From an optimization exercise on the open Yosys and OpenROAD flow, aimed at small area, a short achievable clock period and few clock cycles per item; shortcuts taken in it are not production practice.
Function was checked by simulation only, so behaviour that the tests miss may differ from the original.
Power figures rest on the tool's default switching activity, not on a simulated workload.

==> flow/design.v, too long to show whole: its modules and the start of the top module <==
// module DataPath: 4199 lines
// module FullAdder: 4 lines
// module HalfAdder: 4 lines
// module HalfAdderX: 4 lines
// module Aoi21: 3 lines
// module Oai21: 3 lines
// module Nand2: 3 lines
// module Nor2: 3 lines
// module Xor2: 3 lines
// module Xnor2: 3 lines
// module BoothEncN: 4 lines
// module BoothSel: 5 lines
// module BoothOai: 3 lines
// module BoothXor: 3 lines
// module control_Machine: 22 lines
// module Multiplier: 19 lines
module Multiplier
(
	input wire Clock,
	input wire Reset,
	input wire iValid_Data,
	input wire iAck,
	input wire [31:0] Data_A,
	input wire [31:0] Data_B,
	output wire oReady,
	output wire oDone,
	output wire [63:0] Prod
);
  // ...
==> flow/flow/run.sh <==
#!/bin/bash
# The standard layout (the standard.sh, standard synthesis included), except that the
# port buffers ORFS inserts at global placement are buf_2 cells instead of its default
# delay-cell choice, so the resizer can size them like any other buffer.
set -euo pipefail
bash standard.sh "BUFFER_PORTS_ARGS=-buffer_cell sky130_fd_sc_hd__buf_2" finish > flow_make.log 2>&1
==> flow/standard.sh <==
#!/bin/bash
# synth_recipe.tcl (not shown) runs the flow's synth.tcl, then flattens the netlist and writes it again
# the make line also repeats each setting of config.mk as NAME=value (left out here)
make -C /OpenROAD-flow-scripts/flow DESIGN_CONFIG=/design/flow/config.mk WORK_HOME=/design/flow/orfs CLKGATE_MAP_FILE= SYNTH_SCRIPT=/design/flow/synth_recipe.tcl "${@:-finish}"
==> flow/config.mk <==
export PLATFORM = sky130hd
export DESIGN_NAME = Multiplier
export DESIGN_NICKNAME = Multiplier
export VERILOG_FILES = /design/flow/design.v
export SDC_FILE = /design/flow/constraint.sdc
export NUM_CORES = 4
export LEC_CHECK = 0
export CAP_MARGIN = 20
export CORE_MARGIN = 2
export CORE_UTILIZATION = 55
export SETUP_SLACK_MARGIN = 0.5
export SLEW_MARGIN = 20
export SYNTH_HIERARCHICAL = 1
export SYNTH_MINIMUM_KEEP_SIZE = 0
==> flow/constraint.sdc <==
create_clock -name core_clock -period 5.0 [get_ports {Clock}]
set_input_delay 1.0000 -clock core_clock [delete_from_list [all_inputs] [get_ports {Clock}]]
set_output_delay 1.0000 -clock core_clock [all_outputs]
set_load 0.01 [all_outputs]
==> results.json, run 1 <==
{
  "hold_buffers": 0,
  "total_power_uw": 27100,
  "tns_ns": 0,
  "largestPowerGroup": "combinational cells",
  "fin_cells": 3462,
  "synth_top_cells_by_count": "517 x xor2_1, 496 x o22ai_1, 464 x fa_1, 187 x edfxtp_1, 129 x inv_1",
  "drv_cap": 0,
  "clock.fmax_mhz": 223,
  "clk_pin_slew_worst_paths_ns": 0.09,
  "ant_nets": 0,
  "run_status": "complete, no violations",
  "nClkBuffers": 18,
  "finalNetCount": 3423,
  "final_core_util_pct": 64.4,
  "clk_share_pct": 1.83,
  "num-nonclk-inverters": 130,
  "r2r_cells": 4,
  "syn_area_per_cell_um2": 11.4,
  "grt.busiest_layer": "met2",
  "drc": 0,
  "wl_met2_mm": 48.5,
  "cp.depth": 12,
  "synth_top_area_share_pct": 32.7,
  "area_delta_synth_final_pct": 16.1,
  "final_common_cell": "xor2_1",
  "clock_net_power_uw": 1440,
  "p_switching_uw": 14300,
  "rsz0062_at_grt": "true",
  "synth-xor-area-share_pct": 18.7,
  "ys_warn_count": 8
}
Testbench counts, summed over its fixed seeds: cycles 1,608, items 1,600.
==> run 2, diff against run 1 <==
--- a/flow/config.mk
+++ b/flow/config.mk
@@ -7,7 +7,7 @@
 export LEC_CHECK = 0
 export CAP_MARGIN = 20
 export CORE_MARGIN = 2
-export CORE_UTILIZATION = 55
+export CORE_UTILIZATION = 68
 export SETUP_SLACK_MARGIN = 0.5
 export SLEW_MARGIN = 20
 export SYNTH_HIERARCHICAL = 1
==> run 2 against run 1 <==
Effect of this change:
- still clean
- worst setup slack got worse by 0.38 ns
- clock skew about the same
- synthesized area unchanged
- hold slack improved by 0.039 ns
- sequential cell count unchanged
- combinational power increased by 7%
- die area decreased by 19%
- sequential power about the same
- cell area decreased by 0.39%
- non-clock buffer count increased by 7
- largest cell class unchanged
- highest routed layer unchanged
==> results.json, run 2 <==
{
  "synth_top_area_cell": "fa_1",
  "rsz0062_at_grt": "true",
  "fill_cells": 2399,
  "finalCritPeriodShare_pct": 97.1,
  "r2r-end": "data1.r0_42",
  "htree_levels": 4,
  "drt_iter0_markers": 5008,
  "cts_tree": "yes",
  "start_util_pct": 69.3,
  "hold_buffers": 0,
  "max-vdd-ir-drop_v": 0.000759,
  "hold_path.class": "reg -> reg",
  "vias": 25900,
  "cp_max_fo": 3,
  "ys_seq_area_share_pct": 19.8,
  "cts_sinks": 188,
  "final_cell_mix": "517 x xor2_1, 493 x o22ai_1, 462 x fa_1",
  "holdPathEnd": "control1.rFull",
  "clock.fmax_mhz": 206,
  "grt_max_degree": 71,
  "place_ws_ns": -0.00432,
  "design.portCount": 134,
  "crit_type": "reg -> out",
  "wl_per_cell_um": 35.3,
  "finalNetCount": 3431,
  "drv_cap": 0,
  "drc": 0,
  "finClkSkew_ns": 0.0127,
  "area_delta_synth_final_pct": 15.6,
  "synth_top_area_share_pct": 32.7,
  "total_power_uw": 28600,
  "clk_pin_slew_worst_paths_ns": 0.08,
  "grt_pass1_wl_mm": 166,
  "syn_area_um2": 28400,
  "yosysMostFrequentCell": "xor2_1",
  "cp-end-kind": "primary output",
  "yosys.area_share.simple_pct": 3.59,
  "r2r_cells": 3,
  "grt.overflow.total": 0,
  "final-seq-area_um2": 5640,
  "fp.coreArea_um2": 41000,
  "cts_max_path_buffers": 2,
  "final_common_cell": "xor2_1",
  "die_w_um": 208,
  "timing.rr.start": "control1.rFull",
  "ys_warn_count": 8,
  "synth_compound_area_share_pct": 16.2,
  "cp-start-kind": "register",
  "netlist_top_cells_area": "fa_1 33%, edfxtp_1 20%, xor2_1 16%, o22ai_1 11%, ha_1 5.5%",
  "wl_mm": 118,
  "worstPathArrival_ns": 3.85,
  "antenna_found_initial": 7,
  "fin_cells": 3328,
  "dpl_cell_area_um2": 31100,
  "hold_start": "control1.rFull",
  "synth_fa_ha_area_share_pct": 38.2,
  "worst_pin_slew_ns": 1.04,
  "cts_buffers": 17,
  "slew_headroom_pct": 30.5,
  "port_buffers": 133,
  "synth.distinct_cells": 22,
  "multiInputGateArea_um2": 22900,
  "die_h_um": 208,
  "ys_ff_latch": 188,
  "syn_inst": 2500,
  "synth_top_cells_by_count": "517 x xor2_1, 496 x o22ai_1, 464 x fa_1, 187 x edfxtp_1, 129 x inv_1",
  "syn_area_per_cell_um2": 11.4,
  "synthFlopType": "edfxtp_1",
  "drv_slew": 0,
  "design_area_um2": 32800,
  "synth_edf_count": 187,
  "required_ns": 4.00,
  "post-place-cells": 3262,
  "num_rows": 74,
  "power.density_nw_per_um2": 872,
  "ys_async_sr_fraction_pct": 0,
  "synth-xor-area-share_pct": 18.7,
  "firstDrtPassIters": 14,
  "synth_nets": 3157,
  "setup_slack_ns": 0.146,
  "final_hold_viol_count": 0,
  "hold_slack_ns": 0.548,
  "run_status": "complete, no violations",
  "holdPathStages": 2,
  "dp_hpwl_mm": 78.4,
  "r2r_slack_ns": 2.87,
  "clkLatencyLatePin_ns": 0.50,
  "drive_above_1_share_pct": 22.2,
  "cts_root_buf": "clkbuf_16",
  "grt_pass1_vias": 26600,
  "synth_top_family_by_area": "adder cells",
  "period_minus_slack_ns": 4.85,
  "p_leak_uw": 0.0130,
  "die_area_um2": 43400,
  "routabilityCongestion": 1.00,
  "via_per_inst": 7.79,
  "ant_nets": 0,
  "synthMuxAreaShare_pct": 0,
  "setup_viol": 0,
  "track_usage_pct": 52.3
}
-- run 2: cell counts after synthesis --
Identical to the previous run, type by type.
-- run 2: cell type report --
cell class / count / area share [%]
multi-input combinational: 2114 / 69.9
antenna: 9 / 0.0686
tap: 532 / 2.03
inverter: 130 / 1.50
timing repair buffer: 323 / 7.52
clock inverter: 15 / 0.545
clock buffer: 17 / 1.30
sequential: 188 / 17.2
-- run 2: metal layers --
layer / vias to the layer above / global-route usage (%) / part of all wire (%)
met5: - / 0.556 / 0.043
met4: 4 / 36.1 / 10
met3: 1099 / 22.6 / 18
met2: 3157 / 75.0 / 41
met1: 12200 / 63.8 / 30
li1: 9464 / - / -
-- run 2: stage by stage --
| step | util (%) | TNS [ns] |
|---|---|---|
| detailed placement | 75.8 | -0.00432 |
| floorplan | - | -247.45 |
| global placement | 75.8 | 0 |
| finish | 80.1 | 0 |
| CTS | 77.9 | 0 |
| global route | 80.0 | 0 |
-- run 2: modules after synthesis (local to each module, per instance), a selection --
| module | copies in the design | cell area (um2) | flip-flops and latches |
|---|---|---|---|
| Aoi21 | 113 | 8.76 | 0 |
| BoothEncN | 15 | 30.0 | 0 |
| BoothOai | 496 | 6.26 | 0 |
| BoothXor | 496 | 8.76 | 0 |
| DataPath | 1 | 6990 | 187 |
| FullAdder | 464 | 20.0 | 0 |
| HalfAdder | 109 | 12.5 | 0 |
| HalfAdderX | 16 | 27.5 | 0 |
| Nand2 | 73 | 3.75 | 0 |
| Nor2 | 52 | 3.75 | 0 |
| Xnor2 | 42 | 8.76 | 0 |
| Xor2 | 21 | 8.76 | 0 |
| control_Machine | 1 | 55.1 | 1 |
-- run 2: how the worst max path moves through the flow --
stage / end / slack [ns] / from
final: Prod[51] / 0.15 / data1.r0_47
after global routing: Prod[51] / 0.09 / data1.r0_47
after CTS: Prod[37] / 0.46 / data1.r0_21
after detailed placement: data1.r2_34 / -0.004 / Data_B[14]
after global placement: data1.r2_33 / 0.08 / Data_B[14]
after floorplan: data1.r0_0 / -1.32 / iAck
-- run 2: critical path, cell delays in order, from the launching register on --
cell and delay [ns]:
edfxtp_1 0.42, fa_1 0.50, ha_1 0.37, nand2_1 0.37, nor2_2 0.33, nand2_1 0.14
nor2_1 0.23, nand2_1 0.16, o21ai_4 0.31, a21oi_2 0.12, xnor2_1 0.23, buf_2 0.17
-- run 2: timing repair --
action	CTS	global route
gates cloned	0	3
pin swaps	0	16
buffers inserted	5	17
gates resized for setup	52	124
setup endpoints to repair	35	60
-- run 2: cell families after synthesis --
family          count (synthesis)
compound gates                698
xor+xnor                      605
fa+ha+maj                     589
simple gates                  221
buf+inv                       199
flops                         188
-- run 2: power by group --
part,internal (uW),switching [uW]
registers,3150,313
clock network,717,747
logic,9150,14500
total,13000,15600
==> run 3, diff against run 2 <==
--- a/flow/config.mk
+++ b/flow/config.mk
@@ -7,8 +7,8 @@
 export LEC_CHECK = 0
 export CAP_MARGIN = 20
 export CORE_MARGIN = 2
-export CORE_UTILIZATION = 68
-export SETUP_SLACK_MARGIN = 0.5
+export CORE_UTILIZATION = 55
+export SETUP_SLACK_MARGIN = 0.35
 export SLEW_MARGIN = 20
 export SYNTH_HIERARCHICAL = 1
 export SYNTH_MINIMUM_KEEP_SIZE = 0
==> run 3 against run 2 <==
Effect of this change:
- still clean
- final cell count increased by 3.2%
- register-to-register slack improved by 0.39 ns
- cell area decreased by 1.8%
- critical path type unchanged
- critical endpoint is now Prod[43]
==> results.json, run 3 <==
{
  "synthFlopType": "edfxtp_1",
  "syn_inst": 2500,
  "synth.distinct_cells": 22,
  "firstDrtPassIters": 6,
  "track_usage_pct": 42.0,
  "r2r_slack_ns": 3.26,
  "grt.overflow.total": 0,
  "setup_viol": 0,
  "drive_above_1_share_pct": 19.3,
  "ant_nets": 0,
  "netlist_top_cells_area": "fa_1 33%, edfxtp_1 20%, xor2_1 16%, o22ai_1 11%, ha_1 5.5%",
  "ys_ff_latch": 188,
  "drc": 0,
  "synth_edf_count": 187,
  "worst_pin_slew_ns": 0.822,
  "holdPathStages": 2,
  "final_hold_viol_count": 0,
  "die_area_um2": 53500,
  "start_util_pct": 55.5,
  "clkLatencyLatePin_ns": 0.52,
  "max-vdd-ir-drop_v": 0.000579,
  "wl_mm": 110,
  "synth_top_area_cell": "fa_1",
  "final_cell_mix": "517 x xor2_1, 496 x o22ai_1, 464 x fa_1",
  "clock.fmax_mhz": 218,
  "p_leak_uw": 0.0127,
  "path_common_cell": "a21oi_2",
  "die_w_um": 231,
  "wl_per_cell_um": 31.9,
  "crit_path_cell_trace": "fa_1 > ha_2 > a21oi_4 > o21ai_2 > a21oi_2 > o21ai_2 > a21oi_2 > o21ai_1 > buf_4 > a21oi_2 > xnor2_2 > buf_2",
  "crit_slowest_cell": "fa_1",
  "num_rows": 83,
  "synth_top_cells_by_count": "517 x xor2_1, 496 x o22ai_1, 464 x fa_1, 187 x edfxtp_1, 129 x inv_1",
  "slew_headroom_pct": 45.2,
  "rsz0062_at_grt": "true",
  "drt_iter0_markers": 3059,
  "r2r_cells": 3,
  "design.portCount": 134,
  "slowest_delay_ns": 0.59,
  "grt_max_degree": 89,
  "crit_type": "reg -> out",
  "hold_path.class": "reg -> reg",
  "synth_nets": 3157,
  "cts_max_path_buffers": 2,
  "area_delta_synth_final_pct": 13.5,
  "clk_pin_slew_worst_paths_ns": 0.08,
  "hold_buffers": 0,
  "finalCritPeriodShare_pct": 91.6,
  "period_minus_slack_ns": 4.58,
  "grt_pass1_wl_mm": 162,
  "syn_area_um2": 28400,
  "cts_sinks": 188,
  "yosysMostFrequentCell": "xor2_1",
  "finalNetCount": 3395,
  "ys_warn_count": 8,
  "port_buffers": 133,
  "cp-start-kind": "register",
  "syn_area_per_cell_um2": 11.4,
  "drv_cap": 0,
  "fp.coreArea_um2": 51200,
  "fill_cells": 4183,
  "die_h_um": 231,
  "finClkSkew_ns": 0.0128,
  "r2r-end": "data1.r0_37",
  "dp_hpwl_mm": 76.8,
  "run_status": "complete, no violations",
  "cp-end-kind": "primary output",
  "vias": 23600,
  "ys_seq_area_share_pct": 19.8,
  "cp_max_fo": 3,
  "worstPathArrival_ns": 3.58,
  "holdPathEnd": "control1.rFull",
  "antenna_found_initial": 6,
  "required_ns": 4.00,
  "hold_start": "control1.rFull",
  "htree_levels": 4,
  "via_per_inst": 6.86,
  "final_common_cell": "xor2_1",
  "grt_pass1_vias": 24600,
  "ys_async_sr_fraction_pct": 0,
  "cts_buffers": 17,
  "final_core_util_pct": 63.0,
  "drv_slew": 0,
  "timing.rr.start": "control1.rFull",
  "routabilityCongestion": 0.974,
  "power.density_nw_per_um2": 812,
  "hold_slack_ns": 0.532,
  "cts_root_buf": "clkbuf_16",
  "cts_tree": "yes",
  "synth_top_area_share_pct": 32.7
}
## run 3: cell counts after synthesis
No cell type changed its count.
## run 3: routing by layer
layer | routed length, um | global-route usage [%]
met5 | 0 | 0
met4 | 5790 | 19.1
met3 | 14900 | 13.7
met2 | 48200 | 62.7
met1 | 40700 | 55.9
## run 3: kinds of logic after synthesis
family | after synthesis | synth area share [%]
simple gates | 221 | 3.59
buf+inv | 199 | 3.54
xor+xnor | 605 | 18.7
flops | 188 | 19.8
fa+ha+maj | 589 | 38.2
compound gates | 698 | 16.2
## run 3: power breakdown
| part | internal (uW) | switching [uW] | leakage [uW] | total, uW |
|---|---|---|---|---|
| Combinational | 8420 | 12900 | 0.0107 | 21300 |
| Clock | 688 | 764 | 0.000296 | 1450 |
| Sequential | 3150 | 296 | 0.00175 | 3440 |
## run 3: area by class of cell
type	count	area (um2)	share of cell area [%]
diodes	4	10.0	0.0310
flip-flops and latches	188	5640	17.5
repair buffers	288	2330	7.23
multi-input cells	2113	22300	69.2
well taps	680	851	2.64
inverters	130	492	1.52
clock buffers	18	439	1.36
clock inverters	14	160	0.497
## run 3: worst max-delay path by stage
stage	startpoint	end	cells after the start
finish	data1.r0_41	Prod[43]	12
global route	data1.r0_41	Prod[43]	12
CTS	data1.r0_25	Prod[43]	12
detailed placement	Data_B[17]	data1.r2_33	10
global placement	Data_B[17]	data1.r2_31	10
floorplan	iAck	data1.r0_0	2
## run 3: worst max-delay path: cells and delay by family (launching register included)
family | cells | cell delay [ns]
buffers and inverters | 2 | 0.36
AO/OA/AOI/OAI | 7 | 1.20
flip-flops | 1 | 0.40
adder cells (fa/ha/maj) | 2 | 0.93
XOR/XNOR | 1 | 0.16
## run 3: repair_timing
action / 4_1_cts / 5_1_grt
pin swaps: 1 / 3
resized for setup: 28 / 58
setup endpoints to repair: 27 / 32
setup buffers: 0 / 4
## run 3: modules after synthesis, one instance, submodules excluded, excerpt
module / copies in the design / cells inside / cell area (um2)
control_Machine: 1 / 5 / 55.1
Nand2: 73 / 1 / 3.75
DataPath: 1 / 417 / 6990
Xor2: 21 / 1 / 8.76
FullAdder: 464 / 1 / 20.0
BoothXor: 496 / 1 / 8.76
Nor2: 52 / 1 / 3.75
HalfAdder: 109 / 1 / 12.5
## run 3: stage by stage
stage / instances / instance area [um2] / power, uW / setup slack (ns) / TNS (ns)
after floorplan: 2500 / 28600 / 17600 / -1.32 / -247.45
after CTS: 3427 / 31900 / 25200 / 0.335 / 0
after detailed placement: 3395 / 31200 / 23200 / 0.108 / 0
after global placement: 3395 / 31200 / 22900 / 0.136 / 0
final: 3435 / 32200 / 26200 / 0.422 / 0
after global routing: 3433 / 32200 / 28100 / 0.310 / 0
==> run 4, diff against run 3 <==
--- a/flow/config.mk
+++ b/flow/config.mk
@@ -7,7 +7,7 @@
 export LEC_CHECK = 0
 export CAP_MARGIN = 20
 export CORE_MARGIN = 2
-export CORE_UTILIZATION = 55
+export CORE_UTILIZATION = 45
 export SETUP_SLACK_MARGIN = 0.35
 export SLEW_MARGIN = 20
 export SYNTH_HIERARCHICAL = 1
==> run 4 against run 3 <==
Effect of this change:
- synthesized area did not move
- die area up 22%
- final cell count increased by 5.5%
- power is essentially flat
- clock-buffer cell count fell by 1
- sequential power barely moved
- critical path depth is 1 lower
- still clean on timing, DRC and antenna
- global-route usage down 7.6 points
- maximum frequency fell by 0.85%
==> results.json, run 4 <==
{
  "dp_hpwl_mm": 80.1,
  "path_buf_inv": 1,
  "die_area_um2": 65200,
  "yosysMostFrequentCell": "xor2_1",
  "syn_area_um2": 28400,
  "die_w_um": 255,
  "htree_levels": 4,
  "grt_use_met1_pct": 44.8,
  "finClkSkew_ns": 0.0120,
  "port_buffers": 133,
  "grt.busiest_layer": "met2",
  "wl_per_cell_um": 30.2,
  "die_h_um": 255,
  "firstDrtPassIters": 6,
  "ant_nets": 0,
  "via_per_inst": 6.48,
  "ys_seq_area_share_pct": 19.8,
  "required_ns": 4.00,
  "track_usage_pct": 34.4,
  "worstPathArrival_ns": 3.62,
  "final-seq-area_um2": 5640,
  "holdPathStages": 2,
  "grt_pass1_wl_mm": 162,
  "ys_warn_count": 8,
  "ys_ff_latch": 188,
  "crit_path_cell_trace": "fa_1 > ha_1 > nand2_1 > nor2_2 > nand2_1 > nor2_1 > nand2_1 > o21ai_4 > a21oi_2 > xnor2_2 > buf_2",
  "run_status": "complete, no violations",
  "fp.coreArea_um2": 62700,
  "synth_top_area_cell": "fa_1",
  "final_common_cell": "xor2_1",
  "multiInputGateArea_um2": 22400,
  "cts_sinks": 188,
  "power.density_nw_per_um2": 807,
  "pwr-share-seq_pct": 13.2,
  "wl_mm": 109,
  "cts_root_buf": "clkbuf_16",
  "syn_inst": 2500,
  "total_power_uw": 26200,
  "drive_above_1_share_pct": 20.2,
  "p_int_uw": 12200,
  "cts_buffers": 17,
  "drv_cap": 0,
  "period_minus_slack_ns": 4.62,
  "final_core_util_pct": 51.7,
  "setup_viol": 0,
  "cp-start-kind": "register",
  "final_hold_viol_count": 0,
  "cts_max_path_buffers": 2,
  "cp_max_fo": 3,
  "slew_headroom_pct": 18.8,
  "antenna_found_initial": 5,
  "use_met3_pct": 10.1,
  "switching_share_pct": 53.3,
  "hold_buffers": 0,
  "design.portCount": 134,
  "num_rows": 92,
  "clock.fmax_mhz": 217,
  "path_common_cell": "nand2_1",
  "gr-usage-met2_pct": 51.4,
  "syn_area_per_cell_um2": 11.4,
  "drv_slew": 0,
  "max-vdd-ir-drop_v": 0.00169,
  "cp-end-kind": "primary output",
  "synth_top_area_share_pct": 32.7,
  "p_switching_uw": 14000,
  "synth_nets": 3157,
  "drc": 0,
  "vias": 23500,
  "synth.distinct_cells": 22,
  "synth_edf_count": 187,
  "fill_cells": 5592,
  "cp.depth": 11,
  "crit_family": "simple AND/OR/NAND/NOR gates",
  "grt.overflow.total": 0,
  "clk_pin_slew_worst_paths_ns": 0.08,
  "grt_max_degree": 104,
  "clkLatencyLatePin_ns": 0.52,
  "netlist_top_cells_area": "fa_1 33%, edfxtp_1 20%, xor2_1 16%, o22ai_1 11%, ha_1 5.5%",
  "ys_async_sr_fraction_pct": 0,
  "finalCritPeriodShare_pct": 92.3,
  "cts_tree": "yes",
  "crit_slowest_cell": "fa_1",
  "final_cell_mix": "516 x xor2_1, 496 x o22ai_1, 464 x fa_1",
  "routabilityCongestion": 0.993,
  "area_delta_synth_final_pct": 14.3,
  "slowest_delay_ns": 0.50,
  "rsz0062_at_grt": "true",
  "crit_type": "reg -> out",
  "r2r_cells": 3,
  "synth_top_cells_by_count": "517 x xor2_1, 496 x o22ai_1, 464 x fa_1, 187 x edfxtp_1, 129 x inv_1",
  "p_leak_uw": 0.0128,
  "hold_path.class": "reg -> reg",
  "drt_iter0_markers": 2752,
  "worst_pin_slew_ns": 1.21,
  "power_frac_clock_pct": 5.7,
  "finalNetCount": 3420,
  "start_util_pct": 45.3,
  "synthFlopType": "edfxtp_1",
  "hold_slack_ns": 0.513,
  "combPwrFrac_pct": 81.2,
  "grt_pass1_vias": 24700
}
## run 4: cell counts after synthesis
No cell type changed its count.
## run 4: area by class of cell
type | instances | share of cell area, %
diodes | 2 | 0.0154
clock buffers | 17 | 1.31
clock inverters | 15 | 0.582
inverters | 130 | 1.51
multi-input cells | 2113 | 68.9
flip-flops and latches | 188 | 17.4
well taps | 846 | 3.26
repair buffers | 313 | 7.10
## run 4: worst paths after layout
kind	endpoint	slack [ns]	from
max	Prod[35]	0.38	data1.r0_17
min	control1.rFull	0.51	control1.rFull
max reg2reg	data1.r2_43	3.08	control1.rFull
min reg2reg	control1.rFull	0.51	control1.rFull
## run 4: routing by layer
| layer | vias up | share of wire (%) |
|---|---|---|
| li1 | 9449 | - |
| met1 | 11800 | 38 |
| met2 | 1795 | 44 |
| met3 | 415 | 12 |
| met4 | 2 | 6.2 |
| met5 | - | 0.0064 |
## run 4: per-stage QoR
stage                     worst slack, ns  cell area [um2]  std cells  TNS (ns)
after floorplan                     -1.32            28600       2500   -247.45
after global placement             -0.115            31300       3582    -0.706
after detailed placement           -0.203            31300       3582     -1.83
after CTS                           0.262            32100       3616         0
after global routing                0.256            32500       3623         0
final                               0.383            32500       3624         0
## run 4: repair_timing
action | CTS | global route
endpoints found under the setup margin | 25 | 37
resized for setup | 32 | 57
pin swaps | 0 | 6
buffers inserted | 2 | 6
## run 4: per-module statistics from Yosys (local to each module, per instance), a selection
module | flops+latches | times used | cells inside
DataPath | 187 | 1 | 417
control_Machine | 1 | 1 | 5
BoothEncN | 0 | 15 | 4
HalfAdderX | 0 | 16 | 5
FullAdder | 0 | 464 | 1
HalfAdder | 0 | 109 | 1
Aoi21 | 0 | 113 | 1
BoothXor | 0 | 496 | 1
Xnor2 | 0 | 42 | 1
Xor2 | 0 | 21 | 1
BoothOai | 0 | 496 | 1
Oai21 | 0 | 72 | 1
Nand2 | 0 | 73 | 1
Nor2 | 0 | 52 | 1
## run 4: worst min-delay path, stage by stage (launching register included)
cell and delay [ns]:
dfxtp_1 0.34, nand2b_4 0.08, a21oi_1 0.06
## run 4: cells by family (layout without fill, tap and decap cells)
logic type | after synthesis | count (layout) | share of synthesized area [%]
AOI/OAI and AO/OA | 698 | 698 | 16.2
xor gates and xnor gates | 605 | 605 | 18.7
adders and majority gates | 589 | 589 | 38.2
and+or+nand+nor | 221 | 221 | 3.59
buffers and inverters | 199 | 475 | 3.54
DFF | 188 | 188 | 19.8
other | 0 | 2 | 0
## run 4: power groups by stage
| stage | combinational, uW | clock, uW | sequential [uW] |
|---|---|---|---|
| after detailed placement | 19900 | 0 | 3490 |
| after CTS | 20500 | 1510 | 3460 |
| after floorplan | 14200 | 0 | 3400 |
| after global placement | 19500 | 0 | 3480 |
| after global routing | 23100 | 1560 | 3510 |
| final | 21300 | 1490 | 3450 |

[separate check: timing with driven ports]
The flow's constraints put no driver on any port. The routed layouts listed below were extracted and timed again, unchanged, in two steps. Step 1: set_driving_cell puts a clkbuf_16 on Clock and a buf_2 on each other input, an assumption about the parent block. Step 2 also shifts input and output timing later by t, the mid clock arrival at the registers, as if the neighbouring blocks saw the same clock. Three values: no drivers, after step 1, after step 2; two values: the first two.
run | t (ns) | setup WS [ns] | cell pins on the clock port's net
run 1 | 0.557 | 0.521 / 0.457 / 0.114 | 1
run 2 | 0.545 | 0.146 / 0.091 / -0.076 | 1
run 3 | 0.569 | 0.422 / 0.363 / 0.029 | 1
run 4 | 0.579 | 0.383 / 0.322 / -0.072 | 1
Met with ideal ports but missed after step 2: setup timing in run 2 and run 4. For run 4, which loses most, drivers alone change the setup slack by -0.061 ns; drivers and shift together by -0.455 ns.
